Source: an optimization exercise on an open RTL-to-GDS flow (aim: small area, a short achievable clock period and few clock cycles). Production flows keep margins and buffers that such runs may drop.
The clock port is modelled as an ideal driver, which makes a skipped or thinned clock tree look cheaper than it is; a real chip needs a root buffer or a tree.
No activity file was given, so power comes from the tool's default toggle rates.

==> maple: inputs <==
==> flow/design.v <==
module ULA (
    input clk,
    input reset,
    input [3:0] seletor,
    output saida,
    output [18:0] rom_addr,
    input [7:0] rom_data,
    output reg [18:0] ram_wraddr,
    output reg [7:0] ram_data,
    output reg ram_wren,
    output reg done
);
    assign saida = 1'b0;
    wire [5:0] sel = {seletor[3],
                      ~seletor[2] & seletor[1] & seletor[0],
                      ~seletor[2] & ~seletor[1] & seletor[0],
                      ~seletor[2] & ~seletor[0],
                      seletor[1],
                      seletor == 4'b0100};
    reg f4, is_avg, is_dec, is_rep, zm, is_cp;
    reg start;
    always @(posedge clk) {f4, is_avg, is_dec, is_rep, zm, is_cp} <= sel;
    always @(posedge clk or negedge reset) begin
        if (!reset) start <= 1'b1;
        else start <= (sel != {f4, is_avg, is_dec, is_rep, zm, is_cp});
    end
    wire valid = is_avg | is_dec | is_rep | is_cp;
    reg [1:0] c0, c1;
    reg [7:0] col;
    reg [6:0] r;
    reg run;
    wire [1:0] lim0 = (is_rep | is_avg) ? {f4, 1'b1} : 2'd0;
    wire [1:0] lim2 = is_rep ? {f4, 1'b1} : 2'd0;
    wire e0 = (c0 == 2'd0);
    wire e2 = (c1 == 2'd0);
    wire ex = (col == (is_dec ? (f4 ? 8'd156 : 8'd158) : 8'd159));
    wire ey = (r == (is_dec ? (f4 ? 7'd116 : 7'd118) : 7'd119));
    wire last = e0 & ex & e2 & ey;
    wire blk_end = e0 & col[0] & (~f4 | col[1]);
    wire [2:0] step = is_dec ? {f4, ~f4, 1'b0} : 3'd1;
    wire [7:0] col_p = col + step;
    wire [6:0] r_p = r + step;
    wire [6:0] r_top = {r[6:2], r[1] & ~f4, 1'b0};
    always @(posedge clk) begin
        if (start) begin
            c0 <= lim0; c1 <= lim2; col <= 0; r <= 0;
        end else begin
            if (!e0) begin
                c0 <= c0 - 1'b1;
                if (is_avg) r <= r_p;
            end else begin
                c0 <= lim0;
                if (!ex) begin
                    col <= col_p;
                    if (is_avg) r <= r_top;
                end else begin
                    col <= 0;
                    if (!e2) c1 <= c1 - 1'b1;
                    else begin
                        c1 <= lim2;
                        r <= r_p;
                    end
                end
            end
        end
    end
    reg [9:0] rh;
    reg [4:0] rl;
    assign rom_addr = {4'b0, rh, rl};
    always @(posedge clk) begin
        rh <= {r, 2'b00} + r + col[7:5];
        rl <= col[4:0];
    end
    reg v0, q0, v1, q1, v2;
    always @(posedge clk) begin
        if (start) run <= valid;
        else if (last) run <= 1'b0;
        v0 <= run & ~start & (~is_avg | blk_end);
        q0 <= run & ~start;
        v1 <= v0 & ~start;
        q1 <= q0 & ~start;
        v2 <= v1 & ~start;
    end
    wire wr = is_avg ? v2 : v1;
    always @(posedge clk or negedge reset) begin
        if (!reset) begin
            ram_wren <= 1'b0; done <= 1'b0;
        end else begin
            ram_wren <= wr & ~start;
            done <= ~start & valid & ~run & ~v0 & ~v1 & ~v2;
        end
    end
    reg f1;
    wire cy1 = wr & f1;
    always @(posedge clk) begin
        if (start) begin
            ram_wraddr <= {19{1'b1}};
            f1 <= 1'b1;
        end else begin
            ram_wraddr[9:0] <= ram_wraddr[9:0] + wr;
            ram_wraddr[18:10] <= ram_wraddr[18:10] + cy1;
            f1 <= (ram_wraddr[9:0] == (wr ? 10'd1022 : 10'd1023));
        end
    end
    reg [2:0] g0, g1;
    reg [1:0] g2;
    reg [3:0] g3;
    reg k1, k2, k3;
    wire [2:0] h0 = v2 ? 3'd0 : g0;
    wire [2:0] h1 = v2 ? 3'd0 : g1;
    wire [1:0] h2 = v2 ? 2'd0 : g2;
    wire [3:0] h3 = v2 ? 4'd0 : g3;
    wire [3:0] s0 = h0 + rom_data[2:0];
    wire [3:0] s1 = h1 + rom_data[5:3] + (~v2 & k1);
    wire [2:0] s2 = h2 + rom_data[7:6] + (~v2 & k2);
    wire [3:0] s3 = h3 + (~v2 & k3);
    wire [11:0] tot = {g3, g2, g1, g0} + {3'd0, k3, 1'b0, k2, 2'b0, k1, 3'b0};
    always @(posedge clk) begin
        if (q1) begin
            g0 <= s0[2:0]; g1 <= s1[2:0]; g2 <= s2[1:0]; g3 <= s3;
            k1 <= s0[3]; k2 <= s1[3]; k3 <= s2[2];
        end else begin
            g0 <= 3'd0; g1 <= 3'd0; g2 <= 2'd0; g3 <= 4'd0;
            k1 <= 1'b0; k2 <= 1'b0; k3 <= 1'b0;
        end
        if (!is_avg) ram_data <= rom_data;
        else ram_data <= f4 ? tot[11:4] : tot[9:2];
    end
endmodule
==> flow/flow/run.sh <==
#!/bin/bash
# Layout flow: the standard ORFS flow with three changes:
#  - synthesis maps adders through ABC like the rest of the logic instead of
#    extracting full/half adder cells first (ADDER_MAP_FILE empty);
#  - plain buf_2 cells as the port buffers instead of the delay buffers
#    buffer_ports picks by default;
#  - the clock tree is four clkbuf_16 cells driven by the clock port, each
#    driving the flip-flops nearest to it (flow/cts_hook.tcl replaces
#    TritonCTS's two-level H-tree).
set -euo pipefail
here=$(cd "$(dirname "$0")" && pwd)
CLKBUF_N=4 bash standard.sh \
  "ADDER_MAP_FILE=" \
  "BUFFER_PORTS_ARGS=-buffer_cell sky130_fd_sc_hd__buf_2" \
  "PRE_CTS_TCL=$here/cts_hook.tcl" \
  finish > orfs_make.log 2>&1
==> flow/flow/cts_hook.tcl <==
# Clock buffering in place of TritonCTS's H-tree: the clock port drives
# CLKBUF_N clkbuf_16 cells (1, 2 or 4), each placed at the centre of the
# flip-flops it drives; the flip-flops are split between them by position.
proc clock_tree_synthesis { args } {
  set nbuf 1
  if { [info exists ::env(CLKBUF_N)] } { set nbuf $::env(CLKBUF_N) }
  set block [ord::get_db_block]
  set clk_net [$block findNet clk]
  set master [[ord::get_db] findMaster sky130_fd_sc_hd__clkbuf_16]
  set sinks {}
  foreach it [$clk_net getITerms] {
    set loc [[$it getInst] getLocation]
    lappend sinks [list $it [lindex $loc 0] [lindex $loc 1]]
  }
  # split into groups: by x, then each half by y
  set groups [list $sinks]
  set axis 1
  while { [llength $groups] < $nbuf } {
    set ng {}
    foreach g $groups {
      set s [lsort -integer -index $axis $g]
      set h [expr {[llength $s] / 2}]
      lappend ng [lrange $s 0 [expr {$h - 1}]] [lrange $s $h end]
    }
    set groups $ng
    set axis [expr {3 - $axis}]
  }
  set i 0
  foreach g $groups {
    set buf [odb::dbInst_create $block $master clkbuf_root_$i]
    set net [odb::dbNet_create $block clknet_root_$i]
    $net setSigType CLOCK
    set sx 0; set sy 0
    foreach s $g {
      set it [lindex $s 0]
      $it disconnect
      $it connect $net
      set sx [expr {$sx + [lindex $s 1]}]; set sy [expr {$sy + [lindex $s 2]}]
    }
    [$buf findITerm A] connect $clk_net
    [$buf findITerm X] connect $net
    set n [llength $g]
    $buf setLocation [expr {$sx / $n}] [expr {$sy / $n}]
    $buf setPlacementStatus PLACED
    puts "clock buffer clkbuf_root_$i drives $n sinks"
    incr i
  }
  $clk_net setSigType CLOCK
}
==> flow/standard.sh <==
#!/bin/bash
# synth_recipe.tcl (not shown) runs the flow's synth.tcl, then flattens the netlist and writes it again
# the make line also repeats each setting of config.mk as NAME=value (left out here)
make -C /OpenROAD-flow-scripts/flow DESIGN_CONFIG=/design/flow/config.mk WORK_HOME=/design/flow/orfs CLKGATE_MAP_FILE= SYNTH_SCRIPT=/design/flow/synth_recipe.tcl "${@:-finish}"
==> flow/config.mk <==
export PLATFORM = sky130hd
export DESIGN_NAME = ULA
export DESIGN_NICKNAME = ULA
export VERILOG_FILES = /design/flow/design.v
export SDC_FILE = /design/flow/constraint.sdc
export NUM_CORES = 4
export LEC_CHECK = 0
export ABC_AREA = 1
export CAP_MARGIN = 20
export CORE_MARGIN = 2
export CORE_UTILIZATION = 65
export PLACE_DENSITY = 0.8
export SETUP_SLACK_MARGIN = 4.1
export SLEW_MARGIN = 20
==> flow/constraint.sdc <==
create_clock -name core_clock -period 6.0 [get_ports {clk}]
set_input_delay 1.2000 -clock core_clock [delete_from_list [all_inputs] [get_ports {clk}]]
set_output_delay 1.2000 -clock core_clock [all_outputs]
set_load 0.01 [all_outputs]
==> cedar (differences from maple) <==
==> flow/design.v, changed modules only <==
module ULA (
    input clk,
    input reset,
    input [3:0] seletor,
    output saida,
    output [18:0] rom_addr,
    input [7:0] rom_data,
    output reg [18:0] ram_wraddr,
    output reg [7:0] ram_data,
    output reg ram_wren,
    output reg done
);
    assign saida = 1'b0;
    wire [5:0] sel = {seletor[3],
                      ~seletor[2] & seletor[1] & seletor[0],
                      ~seletor[2] & ~seletor[1] & seletor[0],
                      ~seletor[2] & ~seletor[0],
                      seletor[1],
                      seletor == 4'b0100};
    reg f4, is_avg, is_dec, is_rep, zm, is_cp;
    reg start;
    always @(posedge clk) {f4, is_avg, is_dec, is_rep, zm, is_cp} <= sel;
    always @(posedge clk or negedge reset) begin
        if (!reset) start <= 1'b1;
        else start <= (sel != {f4, is_avg, is_dec, is_rep, zm, is_cp});
    end
    wire valid = is_avg | is_dec | is_rep | is_cp;
    reg [1:0] c0, c1;
    reg [7:0] col;
    reg [6:0] r;
    reg run;
    wire [1:0] lim0 = is_rep ? {f4, 1'b1} : 2'd0;
    wire [1:0] lim2 = is_rep ? {f4, 1'b1} : 2'd0;
    wire e0 = is_avg ? (r[0] & (~f4 | r[1])) : (c0 == 2'd0);
    wire e2 = (c1 == 2'd0);
    wire ex = (col == (is_dec ? (f4 ? 8'd156 : 8'd158) : 8'd159));
    wire ey = (r == (is_dec ? (f4 ? 7'd116 : 7'd118) : 7'd119));
    wire last = e0 & ex & e2 & ey;
    wire blk_end = e0 & col[0] & (~f4 | col[1]);
    wire [2:0] step = is_dec ? {f4, ~f4, 1'b0} : 3'd1;
    wire [7:0] col_p = col + step;
    wire [6:0] r_p = r + step;
    wire [6:0] r_top = {r[6:2], r[1] & ~f4, 1'b0};
    always @(posedge clk) begin
        if (start) begin
            c0 <= lim0; c1 <= lim2; col <= 0; r <= 0;
        end else begin
            if (!e0) begin
                c0 <= c0 - 1'b1;
                if (is_avg) r <= r_p;
            end else begin
                c0 <= lim0;
                if (!ex) begin
                    col <= col_p;
                    if (is_avg) r <= r_top;
                end else begin
                    col <= 0;
                    if (!e2) c1 <= c1 - 1'b1;
                    else begin
                        c1 <= lim2;
                        r <= r_p;
                    end
                end
            end
        end
    end
    reg [9:0] rh;
    reg [4:0] rl;
    assign rom_addr = {4'b0, rh, rl};
    always @(posedge clk) begin
        rh <= {r, 2'b00} + r + col[7:5];
        rl <= col[4:0];
    end
    reg v0, q0, v1, q1, v2, q2, v3;
    always @(posedge clk) begin
        if (start) run <= valid;
        else if (last) run <= 1'b0;
        v0 <= run & ~start & (~is_avg | blk_end);
        q0 <= run & ~start;
        v1 <= v0 & ~start;
        q1 <= q0 & ~start;
        v2 <= v1 & ~start;
        q2 <= q1 & ~start;
        v3 <= v2 & ~start;
    end
    wire wr = is_avg ? v3 : v2;
    always @(posedge clk or negedge reset) begin
        if (!reset) begin
            ram_wren <= 1'b0; done <= 1'b0;
        end else begin
            ram_wren <= wr & ~start;
            done <= ~start & valid & ~run & ~v0 & ~v1 & ~v2 & ~v3;
        end
    end
    reg f1, f2;
    wire cy1 = wr & f1;
    wire cy2 = cy1 & f2;
    always @(posedge clk) begin
        if (start) begin
            ram_wraddr <= {19{1'b1}};
            f1 <= 1'b1; f2 <= 1'b1;
        end else begin
            ram_wraddr[5:0] <= ram_wraddr[5:0] + wr;
            ram_wraddr[11:6] <= ram_wraddr[11:6] + cy1;
            ram_wraddr[18:12] <= ram_wraddr[18:12] + cy2;
            f1 <= (ram_wraddr[5:0] == (wr ? 6'd62 : 6'd63));
            f2 <= (ram_wraddr[11:6] == (cy1 ? 6'd62 : 6'd63));
        end
    end
    reg [7:0] rd;
    reg [3:0] n0, n1, n2;
    reg k1, k2;
    wire [3:0] b0 = v3 ? 4'd0 : n0;
    wire [3:0] b1 = v3 ? 4'd0 : n1;
    wire [3:0] b2 = v3 ? 4'd0 : n2;
    wire ka = ~v3 & k1;
    wire kb = ~v3 & k2;
    wire [4:0] s0 = b0 + rd[3:0];
    wire [4:0] s1 = b1 + rd[7:4] + ka;
    wire [3:0] s2 = b2 + kb;
    wire [4:0] t1 = n1 + k1;
    wire [3:0] t2 = n2 + k2 + t1[4];
    always @(posedge clk) begin
        rd <= rom_data;
        if (q2) begin
            n0 <= s0[3:0]; n1 <= s1[3:0]; n2 <= s2; k1 <= s0[4]; k2 <= s1[4];
        end else begin
            n0 <= 4'd0; n1 <= 4'd0; n2 <= 4'd0; k1 <= 1'b0; k2 <= 1'b0;
        end
        if (!is_avg) ram_data <= rd;
        else ram_data <= f4 ? {t2, t1[3:0]} : {t2[1:0], t1[3:0], n0[3:2]};
    end
endmodule
--- a/flow/config.mk
+++ b/flow/config.mk
@@ -8,7 +8,7 @@
 export ABC_AREA = 1
 export CAP_MARGIN = 20
 export CORE_MARGIN = 2
-export CORE_UTILIZATION = 65
-export PLACE_DENSITY = 0.8
+export CORE_UTILIZATION = 40
+export PLACE_DENSITY = 0.6
 export SETUP_SLACK_MARGIN = 4.1
 export SLEW_MARGIN = 20
==> pepper (differences from maple) <==
==> flow/design.v, changed modules only <==
module ULA (
    input clk,
    input reset,
    input [3:0] seletor,
    output saida,
    output [18:0] rom_addr,
    input [7:0] rom_data,
    output reg [18:0] ram_wraddr,
    output reg [7:0] ram_data,
    output reg ram_wren,
    output reg done
);
    assign saida = 1'b0;
    reg [3:0] mode;
    reg start;
    always @(posedge clk) mode <= seletor;
    always @(posedge clk or negedge reset) begin
        if (!reset) start <= 1'b1;
        else start <= (seletor != mode);
    end
    reg is_avg, is_dec, is_rep, f4;
    always @(posedge clk) begin
        f4     <= seletor[3];
        is_avg <= ~seletor[2] & seletor[1] & seletor[0];
        is_dec <= ~seletor[2] & ~seletor[1] & seletor[0];
        is_rep <= ~seletor[2] & ~seletor[0];
    end
    wire valid = ~mode[2] | (mode == 4'b0100);
    reg [1:0] c0, c1;
    reg [2:0] xh;
    reg [4:0] rl;
    reg [9:0] rh;
    reg ex, run, bub;
    assign rom_addr = {4'b0, rh, rl};
    wire [1:0] lim0 = (is_rep | is_avg) ? {f4, 1'b1} : 2'd0;
    wire [1:0] lim2 = is_rep ? {f4, 1'b1} : 2'd0;
    wire e0 = (c0 == 2'd0);
    wire e2 = (c1 == 2'd0);
    wire ex_next = xh[2] & rl[4] & rl[3] &
                   (is_dec ? (f4 ? (rl[2:0] == 3'd0) : (rl[2:0] == 3'd4))
                           : (rl[2:0] == 3'd6));
    wire ey = (rh == (is_dec ? (f4 ? 10'd584 : 10'd594) : 10'd599));
    wire last = e0 & ex & e2 & ey;
    wire blk_end = is_avg & e0 & rl[0] & (~f4 | rl[1]);
    wire hold = blk_end & ~bub;
    reg [2:0] kl;
    reg [9:0] kh;
    always @* begin
        if (!e0) begin
            kl = 3'd0;
            kh = is_avg ? 10'd5 : 10'd0;
        end else if (!ex) begin
            kl = is_dec ? {f4, ~f4, 1'b0} : 3'd1;
            kh = is_avg ? (f4 ? -10'd15 : -10'd5) : 10'd0;
        end else if (!e2) begin
            kl = 3'd1;
            kh = -10'd5;
        end else begin
            kl = is_dec ? {f4, ~f4, 1'b0} : 3'd1;
            kh = is_dec ? (f4 ? 10'd15 : 10'd5) : 10'd0;
        end
    end
    wire [5:0] nl = rl + kl;
    wire [9:0] rh0 = rh + kh;
    wire [9:0] rh1 = rh + kh + 10'd1;
    always @(posedge clk) begin
        if (start) begin
            c0 <= lim0; c1 <= lim2; xh <= 0; rl <= 0; rh <= 0;
            ex <= 1'b0; bub <= 1'b0;
        end else if (hold) begin
            bub <= 1'b1;
        end else begin
            bub <= 1'b0;
            rl <= nl[4:0];
            rh <= nl[5] ? rh1 : rh0;
            if (!e0) c0 <= c0 - 1'b1;
            else begin
                c0 <= lim0;
                if (!ex) begin
                    xh <= xh + nl[5];
                    ex <= ex_next;
                end else begin
                    xh <= 0;
                    ex <= 1'b0;
                    if (!e2) c1 <= c1 - 1'b1;
                    else c1 <= lim2;
                end
            end
        end
    end
    reg v1, q1, v2, q2;
    always @(posedge clk) begin
        if (start) run <= valid;
        else if (last & ~hold) run <= 1'b0;
        v1 <= run & ~start & (is_avg ? bub : 1'b1);
        q1 <= run & ~start & ~bub;
        v2 <= v1 & ~start;
        q2 <= q1 & ~start;
    end
    always @(posedge clk or negedge reset) begin
        if (!reset) begin
            ram_wren <= 1'b0; done <= 1'b0;
        end else begin
            ram_wren <= v2 & ~start;
            done <= ~start & valid & ~run & ~v1 & ~v2;
        end
    end
    reg [7:0] rd;
    reg [3:0] ext;
    reg k1, k2, w;
    wire [3:0] b0 = w ? 4'd0 : ram_data[3:0];
    wire [3:0] b1 = w ? 4'd0 : ram_data[7:4];
    wire [4:0] s0 = b0 + rd[3:0];
    wire [4:0] s1 = b1 + rd[7:4] + k1;
    wire [4:0] t1 = ram_data[7:4] + k1;
    wire [3:0] t2 = ext + k2 + t1[4];
    always @(posedge clk) begin
        rd <= rom_data;
        w <= v2;
        if (start) ram_wraddr <= {19{1'b1}};
        else ram_wraddr <= ram_wraddr + v2;
        if (v2 | ~q2) begin
            ext <= 4'd0; k1 <= 1'b0; k2 <= 1'b0;
        end else begin
            ext <= ext + k2; k1 <= s0[4]; k2 <= s1[4];
        end
        if (!is_avg) ram_data <= rd;
        else if (v2) ram_data <= f4 ? {t2, t1[3:0]} : {t2[1:0], t1[3:0], ram_data[3:2]};
        else if (!q2) ram_data <= 8'd0;
        else ram_data <= {s1[3:0], s0[3:0]};
    end
endmodule
==> flow/config.mk (replaced) <==
export PLATFORM = sky130hd
export DESIGN_NAME = ULA
export DESIGN_NICKNAME = ULA
export VERILOG_FILES = /design/flow/design.v
export SDC_FILE = /design/flow/constraint.sdc
export NUM_CORES = 4
export LEC_CHECK = 0
export CAP_MARGIN = 20
export CORE_MARGIN = 2
export CORE_UTILIZATION = 40
export PLACE_DENSITY = 0.6
export SETUP_SLACK_MARGIN = 4.0
export SLEW_MARGIN = 20
==> run notes <==
metric	maple	pepper	cedar
Result of the run	finished clean	finished clean	finished clean
Origin of the worst setup path	ram_wraddr[14]	c1[1]	ram_wraddr[1]
Final Util	0.758	0.523	0.463
Startpoint of the worst register-to-register path	is_dec	c1[1]	c0[1]
Iteration-0 DRC count of the detailed router	206	268	151
Critical Path End Type	primary output	register	primary output
Sequential standard cell area	0.00192 sq mm	0.00175 sq mm	0.00212 sq mm
Clock share of power	0.277	0.273	0.272
Proportion of power drawn by combinational gates	0.080	0.120	0.075
Async set or reset register ratio after synthesis	0.0326	0.0370	0.0294
Fraction of post-synthesis cell area in the top cell type by area	0.385	0.328	0.407
Final RePlAce weighted congestion	0.974	0.885	0.865
Setup bufs post-CTS	4	22	2
Synth Area in Simple Gates	0.326	0.237	0.301
Register fraction of the total cell area	0.377	0.309	0.399
Stages on worst setup path	1	10	1
No run of this note included a check of the RTL's function; only the layout flow was run. In every run of this note, the design's own scripts or RTL, not TritonCTS, make the clock network.

-- separate check: timing with driven ports --
No port has a modelled driver above. Below, the same layouts with a new extraction and two added sets of constraints.
Step 1 sets driving cells, clkbuf_16 on the clock port and buf_2 on the other inputs (assumed; they add their load-dependent delay and slew).
Step 2, shift: input delay + t, output delay - t, t = (earliest + latest rising clock arrival at the registers) / 2. This alone moves slack from input paths to output paths.
a / b / c = no drivers / after step 1 / after step 2; a / b = the first two.
run	t, ns	slack for setup (ns)	worst setup path at the end	latest minus earliest clock arrival (ns)	worst data-port slew with drivers (ns)
maple	0.233	4.106 / 4.025 / 3.923	input to register	0.012 / 0.012	0.05
cedar	0.239	4.076 / 3.995 / 3.974	input to register	0.012 / 0.012	0.03
pepper	0.231	3.190 / 3.190 / 3.190	register to register	0.010 / 0.011	0.04
After both steps every run listed still meets setup and hold. The setup slack of maple, which loses most, moves by -0.081 ns with the drivers and by -0.183 ns with both steps.
